This is an optimization exercise on Yosys and OpenROAD, whose aim is small area, a short achievable clock period and few clock cycles per item, not a production implementation.
The RTL was checked by simulation tests, not by an equivalence proof against the original design.

### flow/design.v
module geofence_sqrt #(parameter [11:0] CUT = 12'b0000_0100_0100) (
    input         clk,
    input  [23:0] a,
    output [11:0] root
);
genvar k;
generate
for (k = 1; k <= 12; k = k + 1) begin : st
    wire [k-1:0]        r_in;
    wire [2*(13-k)-1:0] a_in;
    wire [k:0]          r_out;
    wire [k-1:0]        q_out;
    wire [k+1:0]        rem2;
    wire [k+2:0]        diff;
    wire                ge;
    if (k == 1) begin : f
        assign r_in = 1'b0;
        assign a_in = a;
        assign rem2 = {r_in, a_in[23:22]};
        assign diff = {1'b0, rem2} - 4'd1;
        assign ge = ~diff[k+2];
        assign q_out = ge;
    end else begin : n
        wire [k-2:0] q_in;
        if (CUT[k-2]) begin : c
            reg [k-2:0]         q_r;
            reg [k-1:0]         r_r;
            reg [2*(13-k)-1:0]  a_r;
            always @(posedge clk) begin
                q_r <= st[k-1].q_out;
                r_r <= st[k-1].r_out;
                a_r <= st[k-1].a_in[2*(13-k)-1:0];
            end
            assign q_in = q_r;
            assign r_in = r_r;
            assign a_in = a_r;
        end else begin : w
            assign q_in = st[k-1].q_out;
            assign r_in = st[k-1].r_out;
            assign a_in = st[k-1].a_in[2*(13-k)-1:0];
        end
        assign rem2 = {r_in, a_in[2*(13-k)-1:2*(12-k)]};
        assign diff = {1'b0, rem2} - {2'b00, q_in, 2'b01};
        assign ge = ~diff[k+2];
        assign q_out = {q_in, ge};
    end
    assign r_out = ge ? diff[k:0] : rem2[k:0];
end
endgenerate
reg [11:0] root_r;
always @(posedge clk) root_r <= st[12].q_out;
assign root = root_r;
endmodule
module geofence ( clk,reset,X,Y,R,valid,is_inside);
input clk;
input reset;
input [9:0] X;
input [9:0] Y;
input [10:0] R;
output valid;
output is_inside;
reg [5:0] cyc;
reg valid_r, isin_r;
reg [1:0] opm;    
reg       npm;    
reg [2:0] npa, npb;
reg [2:0] nrot;   
reg [1:0] sq;     
reg       rh;     
reg       ce;     
reg [2:0] ci, cj;
reg       acc;    
localparam LAST = 6'd47;
always @(*) begin
    opm = 2'd0; sq = 2'd0; rh = 1'b0; ce = 1'b0; ci = 3'd0; cj = 3'd0; acc = 1'b0;
    npm = 1'b0; npa = 3'd0; npb = 3'd0; nrot = 3'd0;
    case (cyc)
    6'd0: begin opm = 2'd0; sq = 2'd0; rh = 1'b0; ce = 1'b0; ci = 3'd0; cj = 3'd0; acc = 1'b0; npm = 1'b0; npa = 3'd0; npb = 3'd0; nrot = 3'd1; end
    6'd1: begin opm = 2'd0; sq = 2'd0; rh = 1'b0; ce = 1'b0; ci = 3'd0; cj = 3'd0; acc = 1'b0; npm = 1'b0; npa = 3'd0; npb = 3'd0; nrot = 3'd2; end
    6'd2: begin opm = 2'd0; sq = 2'd0; rh = 1'b0; ce = 1'b0; ci = 3'd0; cj = 3'd0; acc = 1'b0; npm = 1'b0; npa = 3'd1; npb = 3'd2; nrot = 3'd3; end
    6'd3: begin opm = 2'd0; sq = 2'd0; rh = 1'b0; ce = 1'b0; ci = 3'd0; cj = 3'd0; acc = 1'b0; npm = 1'b0; npa = 3'd1; npb = 3'd3; nrot = 3'd4; end
    6'd4: begin opm = 2'd0; sq = 2'd0; rh = 1'b0; ce = 1'b0; ci = 3'd0; cj = 3'd0; acc = 1'b0; npm = 1'b0; npa = 3'd2; npb = 3'd3; nrot = 3'd5; end
    6'd5: begin opm = 2'd0; sq = 2'd0; rh = 1'b0; ce = 1'b1; ci = 3'd1; cj = 3'd2; acc = 1'b0; npm = 1'b0; npa = 3'd1; npb = 3'd4; nrot = 3'd0; end
    6'd6: begin opm = 2'd0; sq = 2'd0; rh = 1'b0; ce = 1'b1; ci = 3'd1; cj = 3'd3; acc = 1'b0; npm = 1'b0; npa = 3'd2; npb = 3'd4; nrot = 3'd1; end
    6'd7: begin opm = 2'd0; sq = 2'd0; rh = 1'b0; ce = 1'b1; ci = 3'd2; cj = 3'd3; acc = 1'b0; npm = 1'b0; npa = 3'd3; npb = 3'd4; nrot = 3'd2; end
    6'd8: begin opm = 2'd0; sq = 2'd0; rh = 1'b0; ce = 1'b1; ci = 3'd1; cj = 3'd4; acc = 1'b0; npm = 1'b0; npa = 3'd1; npb = 3'd5; nrot = 3'd3; end
    6'd9: begin opm = 2'd0; sq = 2'd0; rh = 1'b0; ce = 1'b1; ci = 3'd2; cj = 3'd4; acc = 1'b0; npm = 1'b0; npa = 3'd2; npb = 3'd5; nrot = 3'd4; end
    6'd10: begin opm = 2'd0; sq = 2'd0; rh = 1'b0; ce = 1'b1; ci = 3'd3; cj = 3'd4; acc = 1'b0; npm = 1'b0; npa = 3'd3; npb = 3'd5; nrot = 3'd5; end
    6'd11: begin opm = 2'd0; sq = 2'd0; rh = 1'b0; ce = 1'b1; ci = 3'd1; cj = 3'd5; acc = 1'b0; npm = 1'b0; npa = 3'd4; npb = 3'd5; nrot = 3'd0; end
    6'd12: begin opm = 2'd0; sq = 2'd0; rh = 1'b0; ce = 1'b1; ci = 3'd2; cj = 3'd5; acc = 1'b0; npm = 1'b0; npa = 3'd0; npb = 3'd0; nrot = 3'd1; end
    6'd13: begin opm = 2'd0; sq = 2'd0; rh = 1'b0; ce = 1'b1; ci = 3'd3; cj = 3'd5; acc = 1'b0; npm = 1'b0; npa = 3'd0; npb = 3'd0; nrot = 3'd2; end
    6'd14: begin opm = 2'd0; sq = 2'd0; rh = 1'b0; ce = 1'b1; ci = 3'd4; cj = 3'd5; acc = 1'b0; npm = 1'b1; npa = 3'd0; npb = 3'd0; nrot = 3'd3; end
    6'd15: begin opm = 2'd1; sq = 2'd0; rh = 1'b0; ce = 1'b0; ci = 3'd0; cj = 3'd0; acc = 1'b0; npm = 1'b0; npa = 3'd0; npb = 3'd0; nrot = 3'd4; end
    6'd16: begin opm = 2'd0; sq = 2'd0; rh = 1'b0; ce = 1'b0; ci = 3'd0; cj = 3'd0; acc = 1'b0; npm = 1'b0; npa = 3'd0; npb = 3'd0; nrot = 3'd5; end
    6'd17: begin opm = 2'd0; sq = 2'd0; rh = 1'b0; ce = 1'b0; ci = 3'd0; cj = 3'd0; acc = 1'b0; npm = 1'b1; npa = 3'd1; npb = 3'd0; nrot = 3'd0; end
    6'd18: begin opm = 2'd1; sq = 2'd0; rh = 1'b0; ce = 1'b0; ci = 3'd0; cj = 3'd0; acc = 1'b0; npm = 1'b1; npa = 3'd0; npb = 3'd0; nrot = 3'd1; end
    6'd19: begin opm = 2'd0; sq = 2'd0; rh = 1'b1; ce = 1'b0; ci = 3'd0; cj = 3'd0; acc = 1'b0; npm = 1'b0; npa = 3'd0; npb = 3'd0; nrot = 3'd2; end
    6'd20: begin opm = 2'd0; sq = 2'd0; rh = 1'b0; ce = 1'b0; ci = 3'd0; cj = 3'd0; acc = 1'b0; npm = 1'b1; npa = 3'd2; npb = 3'd0; nrot = 3'd3; end
    6'd21: begin opm = 2'd1; sq = 2'd0; rh = 1'b0; ce = 1'b0; ci = 3'd0; cj = 3'd0; acc = 1'b0; npm = 1'b1; npa = 3'd1; npb = 3'd0; nrot = 3'd4; end
    6'd22: begin opm = 2'd2; sq = 2'd0; rh = 1'b1; ce = 1'b0; ci = 3'd0; cj = 3'd0; acc = 1'b0; npm = 1'b0; npa = 3'd0; npb = 3'd0; nrot = 3'd5; end
    6'd23: begin opm = 2'd0; sq = 2'd0; rh = 1'b0; ce = 1'b0; ci = 3'd0; cj = 3'd0; acc = 1'b0; npm = 1'b1; npa = 3'd3; npb = 3'd0; nrot = 3'd0; end
    6'd24: begin opm = 2'd1; sq = 2'd1; rh = 1'b0; ce = 1'b0; ci = 3'd0; cj = 3'd0; acc = 1'b0; npm = 1'b1; npa = 3'd2; npb = 3'd0; nrot = 3'd1; end
    6'd25: begin opm = 2'd2; sq = 2'd2; rh = 1'b1; ce = 1'b0; ci = 3'd0; cj = 3'd0; acc = 1'b0; npm = 1'b0; npa = 3'd0; npb = 3'd0; nrot = 3'd2; end
    6'd26: begin opm = 2'd0; sq = 2'd0; rh = 1'b0; ce = 1'b0; ci = 3'd0; cj = 3'd0; acc = 1'b0; npm = 1'b1; npa = 3'd4; npb = 3'd0; nrot = 3'd3; end
    6'd27: begin opm = 2'd1; sq = 2'd1; rh = 1'b0; ce = 1'b0; ci = 3'd0; cj = 3'd0; acc = 1'b0; npm = 1'b1; npa = 3'd3; npb = 3'd0; nrot = 3'd4; end
    6'd28: begin opm = 2'd2; sq = 2'd2; rh = 1'b1; ce = 1'b0; ci = 3'd0; cj = 3'd0; acc = 1'b0; npm = 1'b1; npa = 3'd0; npb = 3'd0; nrot = 3'd5; end
    6'd29: begin opm = 2'd3; sq = 2'd0; rh = 1'b0; ce = 1'b0; ci = 3'd0; cj = 3'd0; acc = 1'b0; npm = 1'b1; npa = 3'd5; npb = 3'd0; nrot = 3'd0; end
    6'd30: begin opm = 2'd1; sq = 2'd1; rh = 1'b0; ce = 1'b0; ci = 3'd0; cj = 3'd0; acc = 1'b0; npm = 1'b1; npa = 3'd4; npb = 3'd0; nrot = 3'd1; end
    6'd31: begin opm = 2'd2; sq = 2'd2; rh = 1'b1; ce = 1'b0; ci = 3'd0; cj = 3'd0; acc = 1'b1; npm = 1'b1; npa = 3'd1; npb = 3'd0; nrot = 3'd2; end
    6'd32: begin opm = 2'd3; sq = 2'd0; rh = 1'b0; ce = 1'b0; ci = 3'd0; cj = 3'd0; acc = 1'b0; npm = 1'b0; npa = 3'd0; npb = 3'd0; nrot = 3'd3; end
    6'd33: begin opm = 2'd0; sq = 2'd1; rh = 1'b0; ce = 1'b0; ci = 3'd0; cj = 3'd0; acc = 1'b0; npm = 1'b1; npa = 3'd5; npb = 3'd0; nrot = 3'd4; end
    6'd34: begin opm = 2'd2; sq = 2'd2; rh = 1'b1; ce = 1'b0; ci = 3'd0; cj = 3'd0; acc = 1'b1; npm = 1'b1; npa = 3'd2; npb = 3'd0; nrot = 3'd5; end
    6'd35: begin opm = 2'd3; sq = 2'd0; rh = 1'b0; ce = 1'b0; ci = 3'd0; cj = 3'd0; acc = 1'b0; npm = 1'b0; npa = 3'd0; npb = 3'd0; nrot = 3'd0; end
    6'd36: begin opm = 2'd0; sq = 2'd1; rh = 1'b0; ce = 1'b0; ci = 3'd0; cj = 3'd0; acc = 1'b0; npm = 1'b0; npa = 3'd0; npb = 3'd0; nrot = 3'd1; end
    6'd37: begin opm = 2'd2; sq = 2'd2; rh = 1'b0; ce = 1'b0; ci = 3'd0; cj = 3'd0; acc = 1'b1; npm = 1'b1; npa = 3'd3; npb = 3'd0; nrot = 3'd2; end
    6'd38: begin opm = 2'd3; sq = 2'd0; rh = 1'b0; ce = 1'b0; ci = 3'd0; cj = 3'd0; acc = 1'b0; npm = 1'b0; npa = 3'd0; npb = 3'd0; nrot = 3'd3; end
    6'd39: begin opm = 2'd0; sq = 2'd1; rh = 1'b0; ce = 1'b0; ci = 3'd0; cj = 3'd0; acc = 1'b0; npm = 1'b0; npa = 3'd0; npb = 3'd0; nrot = 3'd4; end
    6'd40: begin opm = 2'd0; sq = 2'd2; rh = 1'b0; ce = 1'b0; ci = 3'd0; cj = 3'd0; acc = 1'b1; npm = 1'b1; npa = 3'd4; npb = 3'd0; nrot = 3'd5; end
    6'd41: begin opm = 2'd3; sq = 2'd0; rh = 1'b0; ce = 1'b0; ci = 3'd0; cj = 3'd0; acc = 1'b0; npm = 1'b0; npa = 3'd0; npb = 3'd0; nrot = 3'd0; end
    6'd42: begin opm = 2'd0; sq = 2'd0; rh = 1'b0; ce = 1'b0; ci = 3'd0; cj = 3'd0; acc = 1'b0; npm = 1'b0; npa = 3'd0; npb = 3'd0; nrot = 3'd1; end
    6'd43: begin opm = 2'd0; sq = 2'd0; rh = 1'b0; ce = 1'b0; ci = 3'd0; cj = 3'd0; acc = 1'b1; npm = 1'b1; npa = 3'd5; npb = 3'd0; nrot = 3'd2; end
    6'd44: begin opm = 2'd3; sq = 2'd0; rh = 1'b0; ce = 1'b0; ci = 3'd0; cj = 3'd0; acc = 1'b0; npm = 1'b0; npa = 3'd0; npb = 3'd0; nrot = 3'd3; end
    6'd45: begin opm = 2'd0; sq = 2'd0; rh = 1'b0; ce = 1'b0; ci = 3'd0; cj = 3'd0; acc = 1'b0; npm = 1'b0; npa = 3'd0; npb = 3'd0; nrot = 3'd4; end
    6'd46: begin opm = 2'd0; sq = 2'd0; rh = 1'b0; ce = 1'b0; ci = 3'd0; cj = 3'd0; acc = 1'b1; npm = 1'b0; npa = 3'd0; npb = 3'd0; nrot = 3'd5; end
    6'd47: begin opm = 2'd0; sq = 2'd0; rh = 1'b0; ce = 1'b0; ci = 3'd0; cj = 3'd0; acc = 1'b0; npm = 1'b0; npa = 3'd0; npb = 3'd0; nrot = 3'd0; end
    default: ;
    endcase
end
always @(posedge clk, posedge reset) begin
    if (reset) begin
        cyc <= 6'd0;
        valid_r <= 1'b0;
    end else begin
        cyc <= (cyc == LAST) ? 6'd0 : cyc + 6'd1;
        valid_r <= (cyc == LAST - 6'd1);
    end
end
assign valid = valid_r;
assign is_inside = isin_r;
reg [30:0] ring [0:5];
reg [9:0]  x0, y0;    
integer n;
always @(posedge clk) begin
    for (n = 0; n < 5; n = n + 1)
        ring[n] <= ring[n+1];
    ring[5] <= (cyc < 6'd6) ? {X, Y, R} : ring[0];
    if (cyc == 6'd0) begin
        x0 <= X;
        y0 <= Y;
    end
end
reg [2:0] rank [1:5];
reg [2:0] rankn [1:5];    
reg [5:0] la, lb;    
reg [5:0] na, nb;    
reg [5:0] sa, sb;
integer m;
always @(*) begin
    la = 6'd0; lb = 6'd0;
    if (!npm) begin
        la[npa] = 1'b1;
        lb[npb] = 1'b1;
    end else begin
        la[0] = (npa == 3'd0);
        lb[0] = (npa == 3'd5);
        for (m = 1; m < 6; m = m + 1) begin
            la[m] = (rankn[m] == npa - 3'd1);
            lb[m] = (rankn[m] == npa);
        end
    end
    for (m = 0; m < 6; m = m + 1) begin
        na[m] = la[(m + nrot) % 6];
        nb[m] = lb[(m + nrot) % 6];
    end
end
always @(posedge clk) begin
    sa <= na;
    sb <= nb;
end
reg [9:0]  xa, ya, xb, yb;
reg [10:0] ra, rb;
always @(*) begin
    xa = 10'd0; ya = 10'd0; ra = 11'd0; xb = 10'd0; yb = 10'd0; rb = 11'd0;
    for (m = 0; m < 6; m = m + 1) begin
        xa = xa | (ring[m][30:21] & {10{sa[m]}});
        ya = ya | (ring[m][20:11] & {10{sa[m]}});
        ra = ra | (ring[m][10:0]  & {11{sa[m]}});
        xb = xb | (ring[m][30:21] & {10{sb[m]}});
        yb = yb | (ring[m][20:11] & {10{sb[m]}});
        rb = rb | (ring[m][10:0]  & {11{sb[m]}});
    end
end
wire [11:0] sqo;             
reg  [10:0] rah, rbh;        
reg  [11:0] s_h, a_h;        
reg  [23:0] vh;              
reg  [11:0] t1h;             
reg  [23:0] p1, p2;          
reg         g1, g2;          
reg         gp1, gp2;        
wire [12:0] s2 = sqo + rah + rbh;
always @(posedge clk) begin
    if (rh) begin
        rah <= ra;
        rbh <= rb;
    end
    s_h <= s2[12:1];
    a_h <= sqo;
    vh  <= p2;
    t1h <= sqo;
end
reg [11:0] u1p, u1q, u2p, u2q, u3p, u3q, u4p, u4q;
reg        u3add;
always @(*) begin
    u3add = 1'b0;
    case (opm)
    2'd0: begin  
        u1p = xa;  u1q = x0;
        u2p = yb;  u2q = y0;
        u3p = ya;  u3q = y0;
        u4p = xb;  u4q = x0;
    end
    2'd1: begin  
        u1p = xa;  u1q = xb;
        u2p = xa;  u2q = xb;
        u3p = ya;  u3q = yb;
        u4p = ya;  u4q = yb;
    end
    2'd2: begin  
        u1p = s_h; u1q = 12'd0;
        u2p = s_h; u2q = rah;
        u3p = s_h; u3q = rbh;
        u4p = s_h; u4q = a_h;
    end
    default: begin  
        u1p = t1h; u1q = 12'd0;
        u2p = sqo; u2q = 12'd0;
        u3p = xa;  u3q = xb; u3add = 1'b1;
        u4p = yb;  u4q = ya;
    end
    endcase
end
wire [12:0] d1 = {1'b0, u1p} - {1'b0, u1q};
wire [12:0] d2 = {1'b0, u2p} - {1'b0, u2q};
wire [12:0] d3 = u3add ? ({1'b0, u3p} + {1'b0, u3q}) : ({1'b0, u3p} - {1'b0, u3q});
wire [12:0] d4 = {1'b0, u4p} - {1'b0, u4q};
wire [11:0] m1 = d1[12] ? -d1[11:0] : d1[11:0];
wire [11:0] m2 = d2[12] ? -d2[11:0] : d2[11:0];
wire [11:0] m3 = d3[12] ? -d3[11:0] : d3[11:0];
wire [11:0] m4 = d4[12] ? -d4[11:0] : d4[11:0];
reg [11:0] o1, o2, o3, o4;
always @(posedge clk) begin
    o1 <= m1; o2 <= m2; o3 <= m3; o4 <= m4;
    g1 <= d1[12] ^ d2[12];
    g2 <= d3[12] ^ d4[12];
    p1 <= o1 * o2;
    p2 <= o3 * o4;
    gp1 <= g1;
    gp2 <= g2;
end
wire p2gt = p2 > p1;
wire p2lt = p2 < p1;
wire ccw = gp2 ? (gp1 ? p2gt : 1'b1) : (gp1 ? 1'b0 : p2lt);
always @(*) begin
    for (m = 1; m < 6; m = m + 1) begin
        if (cyc == 6'd0)
            rankn[m] = 3'd0;
        else if (ce && ((ccw && cj == m) || (!ccw && ci == m)))
            rankn[m] = rank[m] + 3'd1;
        else
            rankn[m] = rank[m];
    end
end
always @(posedge clk) begin
    for (m = 1; m < 6; m = m + 1)
        rank[m] <= rankn[m];
end
reg [23:0] sqi;
always @(*) begin
    case (sq)
    2'd0: sqi = p1 + p2;
    2'd1: sqi = p1;
    default: sqi = vh;
    endcase
end
geofence_sqrt #(.CUT(12'b0001_0010_0100)) U_SQ (.clk(clk), .a(sqi), .root(sqo));
reg [25:0] tacc;
reg [25:0] sacc;
wire [25:0] tnew = tacc + p1;
wire [25:0] snew = gp2 ? sacc - p2 : sacc + p2;
always @(posedge clk) begin
    if (cyc == 6'd0) begin
        tacc <= 26'd0;
        sacc <= 26'd0;
    end else if (acc) begin
        tacc <= tnew;
        sacc <= snew;
    end
    if (cyc == LAST - 6'd1)
        isin_r <= !snew[25] && ({tnew, 1'b0} <= {1'b0, snew});
end
endmodule
### flow/flow/run.sh
#!/bin/bash
# The standard layout (the standard.sh, unchanged synthesis and steps),
# with repair_timing asked for 16.5 ns of extra setup slack so that it works
# on the paths that set the achieved period. Same clock and constraints.
set -euo pipefail
bash standard.sh SETUP_SLACK_MARGIN=16.5 finish > flow_make.log 2>&1
### flow/standard.sh
#!/bin/bash
# synth_recipe.tcl (not shown) runs the flow's synth.tcl, then flattens the netlist and writes it again
# the make line also repeats each setting of config.mk as NAME=value (left out here)
make -C /OpenROAD-flow-scripts/flow DESIGN_CONFIG=/design/flow/config.mk WORK_HOME=/design/flow/orfs CLKGATE_MAP_FILE= SYNTH_SCRIPT=/design/flow/synth_recipe.tcl "${@:-finish}"
### flow/config.mk
export PLATFORM = sky130hd
export DESIGN_NAME = geofence
export DESIGN_NICKNAME = geofence
export VERILOG_FILES = /design/flow/design.v
export SDC_FILE = /design/flow/constraint.sdc
export NUM_CORES = 4
export LEC_CHECK = 0
export ABC_CLOCK_PERIOD_IN_PS = 6000
export CAP_MARGIN = 20
export CORE_MARGIN = 2
export CORE_UTILIZATION = 40
export SLEW_MARGIN = 20
### flow/constraint.sdc
create_clock -name core_clock -period 22.0 [get_ports {clk}]
set_input_delay 4.4000 -clock core_clock [delete_from_list [all_inputs] [get_ports {clk}]]
set_output_delay 4.4000 -clock core_clock [all_outputs]
set_load 0.01 [all_outputs]
==> summary.txt, run 1 <==
The flow ran to the end and the layout has no timing, DRC or antenna violations. The Yosys warning count is 5. The endpoint identified for the worst register-to-register timing path is p2[22]$_DFF_P_.

The setup path with the least slack is of type flop to primary output. The routed layout has 33973 vias. The DRC marker count from the first detailed-route iteration is 2131. The maximum number of pins on one net before global-route repair came out at 68. The parity-gate share of the synthesized area counting xor and xnor cells is 5.83%. The cell count after synthesis came out at 4765. The worst max-slew margin expressed relative to the limit came out at 16.5%. The startpoint identified for the worst register-to-register timing path is o3[5]$_DFF_P_. The initial antenna violation count is 3.

The synthesized netlist devotes 18.0% of its cell area to compound gates. The total nets after synthesis came out at 5436. The count of nets left with antenna violations after detail routing came out at 0. The sequential area share after synthesis is 28.0%.

The path class of the tightest hold or removal check is flop to flop. The final-report max-slew violation count came out at 0. The final layout contains 5482 nets. Leaving out fill and tap cells, the most frequent cell in the layout is sky130_fd_sc_hd__nand2_1. From left edge to right edge, the die measures 324 um. The cell area that synthesis handed to floorplanning was 0.0410 mm2. The initial cell density of the core is 40.3%. The proportion of synthesized flip-flops having asynchronous set or reset came out at 1.27%. The number of hold violations in the final report is 0. The number of global-route vias before repair is 32687. The clock insertion delay at the later pin of the skew report is 0.69 ns. The vertical extent of the die came out at 324 um. The max-cap check violation count is 0. The number of buffers and inverters on the critical path is 1. Summing the areas of all and, or, nand and nor instances in the mapped netlist gives 16.5% of the synthesized area. The row count is 117. The largest individual stage delay along the critical path comes from the cell sky130_fd_sc_hd__edfxtp_1. The average detailed-routed wire length per instance came out at 18.6 um.

The clock root buffer is sky130_fd_sc_hd__clkbuf_16. The clock-pin slew on the worst setup and hold paths came out at 0.06 ns. The number of library cell types mapped by synthesis is 99. The placed cell count came out at 6006.

The area overhead of the layout relative to synthesis is 14.6%. The fraction of layout cells with a size suffix above 1 came out at 11.7%. The worst setup path is captured at a primary output. The arrival time of the worst setup path is 1.20 ns. The library cells used most frequently in the layout, excluding fill and tap cells, are sky130_fd_sc_hd__nand2_1, sky130_fd_sc_hd__inv_1, sky130_fd_sc_hd__dfxtp_1, sky130_fd_sc_hd__ha_1, sky130_fd_sc_hd__nor2_1. The element type at the critical path start is a flop. Setup repair after global routing could not meet its margin everywhere.

Clock skew on the completed layout was measured at 0.0493 ns. The finished layout holds 6233 standard cells, fillers aside. Summed over all layers, the global routing overflow is 0. Subtracting the final worst setup slack from the clock period gives 5.60 ns. The multiplexer share of the synthesized area is 2.32%. The most used flip-flop cell after synthesis is sky130_fd_sc_hd__dfxtp_1. Of the total synthesized cell area, the portion taken by full adders, half adders and majority gates is 23.4%. The startpoint of the lowest-slack hold path is U_SQ.st[4].n.c.a_r[6]$_DFF_P_. The worst path required time came out at 17.60 ns. By area, the combinational part of the netlist is dominated by adder cells.

The first global-routing pass estimated 179 mm of wire. The post-DP HPWL is 85.2 mm. The total DRC errors in the routed layout is 0. The H-tree was split into 2 levels. The area enclosed by the die boundary came out at 0.105 mm2. The post-synthesis sequential element count came out at 550.

The number of clock buffers added by TritonCTS is 61. For the pin with the worst max-slew slack, the measured transition is 1.25 ns. The number of top-level pins came out at 35. In this run, synthesis inferred 43 flip-flops with an integrated enable. The largest driver fanout on the critical path came out at 1. The count of port buffers added during placement came out at 34. For hold timing, the worst endpoint is U_SQ.st[7].n.c.a_r[6]$_DFF_P_. The first element of the critical path is isin_r$_DFFE_PP_. The final cycle utilization of the critical path is 25.4%. Using the TritonRoute via totals, the vias-per-cell ratio works out to 5.45. The cell depth of the worst min-delay path came out at 0. Counting every sink on the clock net gives 550. The path depth of the worst reg2reg path is 19.

The reg2reg setup slack is 16.49 ns. The synthesized area per cell came out at 8.61 um2. The wire length reported by the detailed router is 116 mm. The setup total negative slack came out at 0 ns. The placeable core region is 0.102 mm2. The largest stage delay on the critical path is 0.37 ns. The kind of cell with the highest combined delay along the critical path is flip-flops.

The final setup violation count is 0. The maximum clock frequency is 0.179 GHz. The critical path goes through buf_2. The deepest clock path buffer count is 3. For this run, the total global-route usage over all layers was measured as 21.1%. TritonCTS built the clock tree. At the end of routability-driven placement, the weighted congestion stood at 0.931. The iteration count of the initial detailed-routing pass is 6.
worst reg2reg max path: stages, from the launching register on:
cell                       delay [ns]
sky130_fd_sc_hd__dfxtp_4         0.36
sky130_fd_sc_hd__and2_4          0.16
sky130_fd_sc_hd__fa_1            0.53
sky130_fd_sc_hd__inv_1           0.05
sky130_fd_sc_hd__fa_1            0.51
sky130_fd_sc_hd__inv_1           0.05
sky130_fd_sc_hd__fa_1            0.47
sky130_fd_sc_hd__fa_1            0.52
sky130_fd_sc_hd__inv_1           0.06
sky130_fd_sc_hd__fa_1            0.52
sky130_fd_sc_hd__inv_1           0.06
sky130_fd_sc_hd__ha_4            0.24
sky130_fd_sc_hd__a21boi_2        0.16
sky130_fd_sc_hd__o21a_1          0.18
sky130_fd_sc_hd__o21a_1          0.19
sky130_fd_sc_hd__o31a_1          0.26
sky130_fd_sc_hd__or4_4           0.44
sky130_fd_sc_hd__a31o_4          0.28
sky130_fd_sc_hd__o41ai_4         0.22
sky130_fd_sc_hd__xnor2_1         0.15
cell families (layout without fill, tap and decap cells):
group           count (synthesis)  count (layout)
compound gates               1122            1125
simple gates                 1442            1443
flops                         550             550
mux                            87              87
xor+xnor                      273             273
fa+ha+maj                     638             638
buf+inv                       653             748
other cells                     0               1
state kept, by name, indices dropped and copies added, names as in the netlist, 15 cells and up:
name and count:
ring 186, U_SQ.st.n.c.a_r 36, sacc 26, tacc 26, p1 24, p2 24, vh 24, U_SQ.st.n.c.r_r 21
U_SQ.st.n.c.q_r 18, rank 15
cells in the mapped netlist, drive strengths merged (64+ instances only):
cell | instances | area share, %
nor3 | 82 | 1.0
ha | 420 | 13
nor2 | 360 | 3.3
dfxtp | 500 | 24
fa | 218 | 11
a22oi | 166 | 3.0
nand2 | 517 | 4.7
a21oi | 314 | 3.8
and2 | 128 | 2.0
o21ai | 207 | 2.6
xnor2 | 209 | 4.5
xor2 | 64 | 1.4
clkbuf | 150 | 1.4
a21o | 74 | 1.4
nand3 | 89 | 1.1
inv | 456 | 4.2
worst max path at each step:
stage | endpoint | slack, ns | cells after the start
after CTS | is_inside | 16.33 | 1
after global placement | o3[4]$_DFF_P_ | 14.71 | 26
final | is_inside | 16.40 | 1
after floorplan | U_SQ.st[10].n.c.r_r[2]$_DFF_P_ | 16.50 | 29
after detailed placement | o3[4]$_DFF_P_ | 14.64 | 26
after global routing | is_inside | 16.36 | 1
metrics by stage:
| stage | setup slack (ns) | hold WS (ns) | cell area [um2] | utilization, % |
|---|---|---|---|---|
| after floorplan | 16.50 | 0.310 | 41100 | - |
| after global placement | 14.71 | 0.310 | 42700 | 41.9 |
| after detailed placement | 14.64 | 0.312 | 42700 | 41.9 |
| after CTS | 16.33 | 0.323 | 46000 | 45.2 |
| after global routing | 16.36 | 0.322 | 47000 | 46.2 |
| final | 16.40 | 0.324 | 47100 | 46.2 |
metal layers:
layer | share of wire, % | GRT usage, %
met1 | 45 | 28.0
met2 | 47 | 35.5
met3 | 4.6 | 2.14
met4 | 3.3 | 7.38
met5 | 0 | 0
what timing repair did:
item / in CTS / in global routing
cloned: 6 / 2
pin swaps: 34 / 83
hold buffers: 0 / 0
resized for setup: 184 / 151
endpoints found under the setup margin: 70 / 74
buffers inserted: 52 / 50
area by class of cell:
cell class,instances,area [um2]
fillers,9705,54700
multi-input cells,3566,28200
flip-flops and latches,550,11600
inverters,460,1740
well taps,1368,1710
clock buffers,78,1660
repair buffers,172,1570
clock inverters,38,563
diodes,1,2.50
Testbench counts, summed over its fixed seeds: cycles 115,192, objects 2,400.
==> run 2: changes to the inputs <==
--- a/flow/design.v
+++ b/flow/design.v
@@ -224,7 +224,7 @@
         u1p = xa;  u1q = xb;
         u2p = xa;  u2q = xb;
         u3p = ya;  u3q = yb;
-        u4p = ya;  u4q = yb;
+        u4p = yb;  u4q = ya;
     end
     2'd2: begin  
         u1p = s_h; u1q = 12'd0;
@@ -259,8 +259,7 @@
     gp2 <= g2;
 end
 wire p2gt = p2 > p1;
-wire p2lt = p2 < p1;
-wire ccw = gp2 ? (gp1 ? p2gt : 1'b1) : (gp1 ? 1'b0 : p2lt);
+wire ccw = gp2 ? (gp1 ? p2gt : 1'b1) : (gp1 ? 1'b0 : !p2gt);
 always @(*) begin
     for (m = 1; m < 6; m = m + 1) begin
         if (cyc == 6'd0)
@@ -284,19 +283,15 @@
     endcase
 end
 geofence_sqrt #(.CUT(12'b0001_0010_0100)) U_SQ (.clk(clk), .a(sqi), .root(sqo));
-reg [25:0] tacc;
-reg [25:0] sacc;
-wire [25:0] tnew = tacc + p1;
-wire [25:0] snew = gp2 ? sacc - p2 : sacc + p2;
-always @(posedge clk) begin
-    if (cyc == 6'd0) begin
-        tacc <= 26'd0;
-        sacc <= 26'd0;
-    end else if (acc) begin
-        tacc <= tnew;
-        sacc <= snew;
-    end
+reg  [26:0] dacc;
+wire [26:0] dadd = {2'b00, p1, 1'b0} + (gp2 ? {3'b000, p2} : ~{3'b000, p2}) + {26'd0, ~gp2};
+wire [26:0] dnew = dacc + dadd;
+always @(posedge clk) begin
+    if (cyc == 6'd0)
+        dacc <= 27'd0;
+    else if (acc)
+        dacc <= dnew;
     if (cyc == LAST - 6'd1)
-        isin_r <= !snew[25] && ({tnew, 1'b0} <= {1'b0, snew});
+        isin_r <= dnew[26] || (dnew == 27'd0);
 end
 endmodule
==> flow/flow/run.sh (replaced) <==
#!/bin/bash
# The standard layout (the standard.sh, unchanged synthesis and steps),
# with repair_timing asked for 17 ns of extra setup slack so that it works
# on the paths that set the achieved period. Same clock and constraints.
set -euo pipefail
bash standard.sh SETUP_SLACK_MARGIN=17 finish > flow_make.log 2>&1
==> run 2 against run 1 <==
- sequential share of layout area shrank 1.1 points
- non-clock buffer count grew 157
- worst hold slack lost 0.0049 ns
- highest routed layer unchanged
==> summary.txt, run 2 <==
The run finished with no timing, DRC or antenna violations. The instance area at placement is 0.0407 mm2. The max-cap check violation count came out at 0. The Yosys warning count came out at 5. The sequential area share after synthesis is 28.2%. The count of port buffers added during placement is 34. TritonCTS built the clock tree. The arrival time of the worst setup path is 1.16 ns. The library cells used most frequently in the layout, excluding fill and tap cells, are sky130_fd_sc_hd__nand2_1, sky130_fd_sc_hd__inv_1, sky130_fd_sc_hd__dfxtp_1, sky130_fd_sc_hd__ha_1, sky130_fd_sc_hd__nor2_1.

Routed signal wires occupy layers up through met4. In the final routed layout, each cell accounts on average for 18.8 um. Counting every sink on the clock net gives 525. The area overhead of the layout relative to synthesis is 21.7%. The first-pass GRT wire length is 172 mm. The netlist area before placement came out at 0.0389 mm2.

Counting distinct cell types in the post-synthesis netlist gives 84. The total DRC errors in the routed layout is 0. Setup repair after global routing could not meet its margin everywhere. Counting every net in the synthesized netlist gives 5120. The via count is 32384.

The detailed-route vias per instance came out at 5.40. The post-synthesis cell count is 4475. The met3 layer wire length in the routed design is 5.73 mm. Setup violations remaining at the end of the flow were counted as 0. In this design, the largest share of critical-path delay is due to flip-flops. With fillers left out, the area of the finished cells amounts to 0.0473 mm2.

The number of buffers created by CTS is 59. The number of synthesized flops with an enable pin is 43. Among all flip-flop cells after synthesis, the most frequent one is sky130_fd_sc_hd__dfxtp_1. The initial cell density of the core is 40.3%. The maximum number of pins on one net before global-route repair is 54. The initial antenna violation count is 2. The worst setup path is captured at a primary output. Routability-driven placement finished with a final weighted congestion of 0.891. The final cycle utilization of the critical path is 25.3%. The clock period minus worst slack came out at 5.56 ns. The proportion of synthesized flip-flops having asynchronous set or reset came out at 1.33%. The clock-pin slew on the worst setup and hold paths came out at 0.06 ns. Once layout is complete, the utilization of the core stands at 49.0%. The worst path required time is 17.60 ns. After detailed routing, the wire length on met1 is 50.3 mm. The area enclosed by the die boundary came out at 0.0997 mm2. The portion of synthesized cell area occupied by the leading cell type is 24.5%.

In this run the vertical extent of the chip is 316 um. The cell with the most instances after synthesis is sky130_fd_sc_hd__nand2_1. The register with the most flip-flops in the layout has 186 of them. A synthesized cell averages 8.69 um2. CTS placed an instance of sky130_fd_sc_hd__clkbuf_16 at the clock tree root. The number of antenna diodes in the final layout is 0. The number of global-route vias before repair came out at 31226. The post-synthesis sequential element count came out at 525. The startpoint identified for the worst register-to-register timing path is o2[4]$_DFF_P_. Detailed placement ended at an HPWL of 79.0 mm. Sorting the synthesized cells by area gives the leading types as sky130_fd_sc_hd__dfxtp_1, sky130_fd_sc_hd__fa_1, sky130_fd_sc_hd__ha_1.

The critical path goes through buf_6. The worst register-to-register path ends at p1[22]$_DFF_P_. The biggest area contributor in the post-synthesis netlist is sky130_fd_sc_hd__dfxtp_1. The row count is 114.

For hold timing, the worst endpoint is U_SQ.st[7].n.c.a_r[7]$_DFF_P_. The number of nets in the layout is 5324. The worst hold path belongs to the class flop to flop. The worst clock skew is 0.0600 ns.

The count of nets left with antenna violations once routing finished came out at 0. 35 I/O pins were placed. Along the worst path, the maximum fanout reaches 1.

Clock latency on the worst-skew pair, taken at its later pin, is 0.69 ns. The commonest cells after synthesis are sky130_fd_sc_hd__nand2_1, sky130_fd_sc_hd__inv_1, sky130_fd_sc_hd__dfxtp_1. The number of hold violations in the final report is 0. The slew at the pin closest to its max-slew limit is 0.920 ns. The deepest clock path buffer count came out at 3. For the worst flop-to-flop path, the logic depth is 22.

The library cell used most frequently in the layout, excluding fill and tap cells, is sky130_fd_sc_hd__nand2_1. The placeable core region is 0.0966 mm2. The DRC marker count from the first detailed-route iteration came out at 2235.

The H-tree generated during clock tree synthesis spans 2 levels. The setup total negative slack is 0 ns. The worst setup path is of the flop to primary output kind.

The iteration count of the initial detailed-routing pass came out at 6. The maximum clock frequency is 0.180 GHz. The largest registers in the layout are ring (186), U_SQ.st.n.c.a_r (36), dacc (27). For this design, the slowest cell found on the critical path is sky130_fd_sc_hd__dfrtp_1. The buffers plus inverters on the worst setup path is 1. The wire length on met2 came out at 52.2 mm.

The fraction of layout cells with a size suffix above 1 came out at 18.3%. STA classifies the critical path startpoint as a flop. The horizontal die dimension came out at 316 um. The combined global-route utilization of all metal layers came out at 21.7%.

The reg2reg setup slack is 16.53 ns. The cell depth of the worst min-delay path is 0.

The final-report max-slew violation count came to 0. The largest stage delay on the critical path came out at 0.37 ns. In this run the most critical hold path is launched from U_SQ.st[4].n.c.a_r[7]$_DFF_P_. The wire length reported by the detailed router came out at 113 mm.

Measured against its own limit, the worst slew margin works out to 38.1%. More flip-flops sit in one register than any other, and that register is ring. The aggregate global routing overflow came out at 0.
run 2: cell count changes in the layout (fill, tap and decap cells not counted), sizes merged, moves of 26 or more:
cell   change
ha        -49
and3      -27
xor2      +27
buf      +155
inv       +26
a21oi     -44
xnor2     -32
nor2      -99
run 2: how the worst max path moves through the flow:
stage / to / depth (start not counted) / start
after detailed placement: o2[4]$_DFF_P_ / 24 / cyc[5]$_DFF_PP0_
after global placement: o2[4]$_DFF_P_ / 24 / cyc[5]$_DFF_PP0_
after CTS: valid / 1 / valid_r$_DFF_PP0_
final: valid / 1 / valid_r$_DFF_PP0_
after floorplan: p1[22]$_DFF_P_ / 21 / o1[2]$_DFF_P_
after global routing: p1[22]$_DFF_P_ / 22 / o2[4]$_DFF_P_
run 2: what timing repair did:
action                                  CTS  global route
hold buffers                              0             0
cloned                                   12             4
pin swaps                               157           184
endpoints found under the setup margin   89            96
resized for setup                       338           281
setup buffers                           154            86
run 2: per-stage QoR:
stage | cells | hold WS (ns) | setup WS, ns
5_1_grt | 6002 | 0.319 | 16.37
4_1_cts | 5912 | 0.320 | 16.40
3_5_place_dp | 5638 | 0.313 | 15.33
6_report | 6002 | 0.319 | 16.44
3_3_place_gp | 5638 | 0.310 | 15.49
2_1_floorplan | 4475 | 0.310 | 16.81
run 2: logic make-up after synthesis:
family                   synth area share [%]
AND/OR/NAND/NOR                          15.3
AO/OA/AOI/OAI                            16.7
buffers and inverters                    6.55
adder cells (fa/ha/maj)                  24.3
flip-flops                               28.2
XOR/XNOR                                 6.04
multiplexers                             2.83
run 2: final cells by class:
class                      count  area, um2
clock buffer                  80       1640
clock inverter                28        325
fill                        8987      49200
inverter                     489       1860
multi-input combinational   3275      27600
sequential                   525      11200
tap                         1276       1600
timing repair buffer         329       3170
run 2: routing by layer:
layer / vias up / GRT usage [%]
li1: 15607 / -
met1: 15637 / 29.1
met2: 877 / 35.4
met3: 263 / 3.10
met4: 0 / 8.04
met5: - / 0
Testbench counts of run 2, summed over its fixed seeds: cycles 115,192, objects 2,400.

[afterwards: timing with drivers on the ports]
Ports are ideal in the flow. The routed layouts listed here were re-timed in OpenROAD.
Step 1: set_driving_cell puts a clkbuf_16 on clk and a buf_2 on each other input, an assumption about the parent block.
Step 2, shift: input delay + t, output delay - t, t = (earliest + latest rising clock arrival at the registers) / 2. This alone moves slack from input paths to output paths.
Slacks: no drivers / after step 1 / after step 2; pairs: no drivers / after step 1.
run	t, ns	setup slack, ns	cell pins on the clock port's net
run 1	0.734	16.403 / 16.338 / 16.494	1
run 2	0.724	16.445 / 16.381 / 16.527	1
After both steps setup and hold are still met in every run listed.
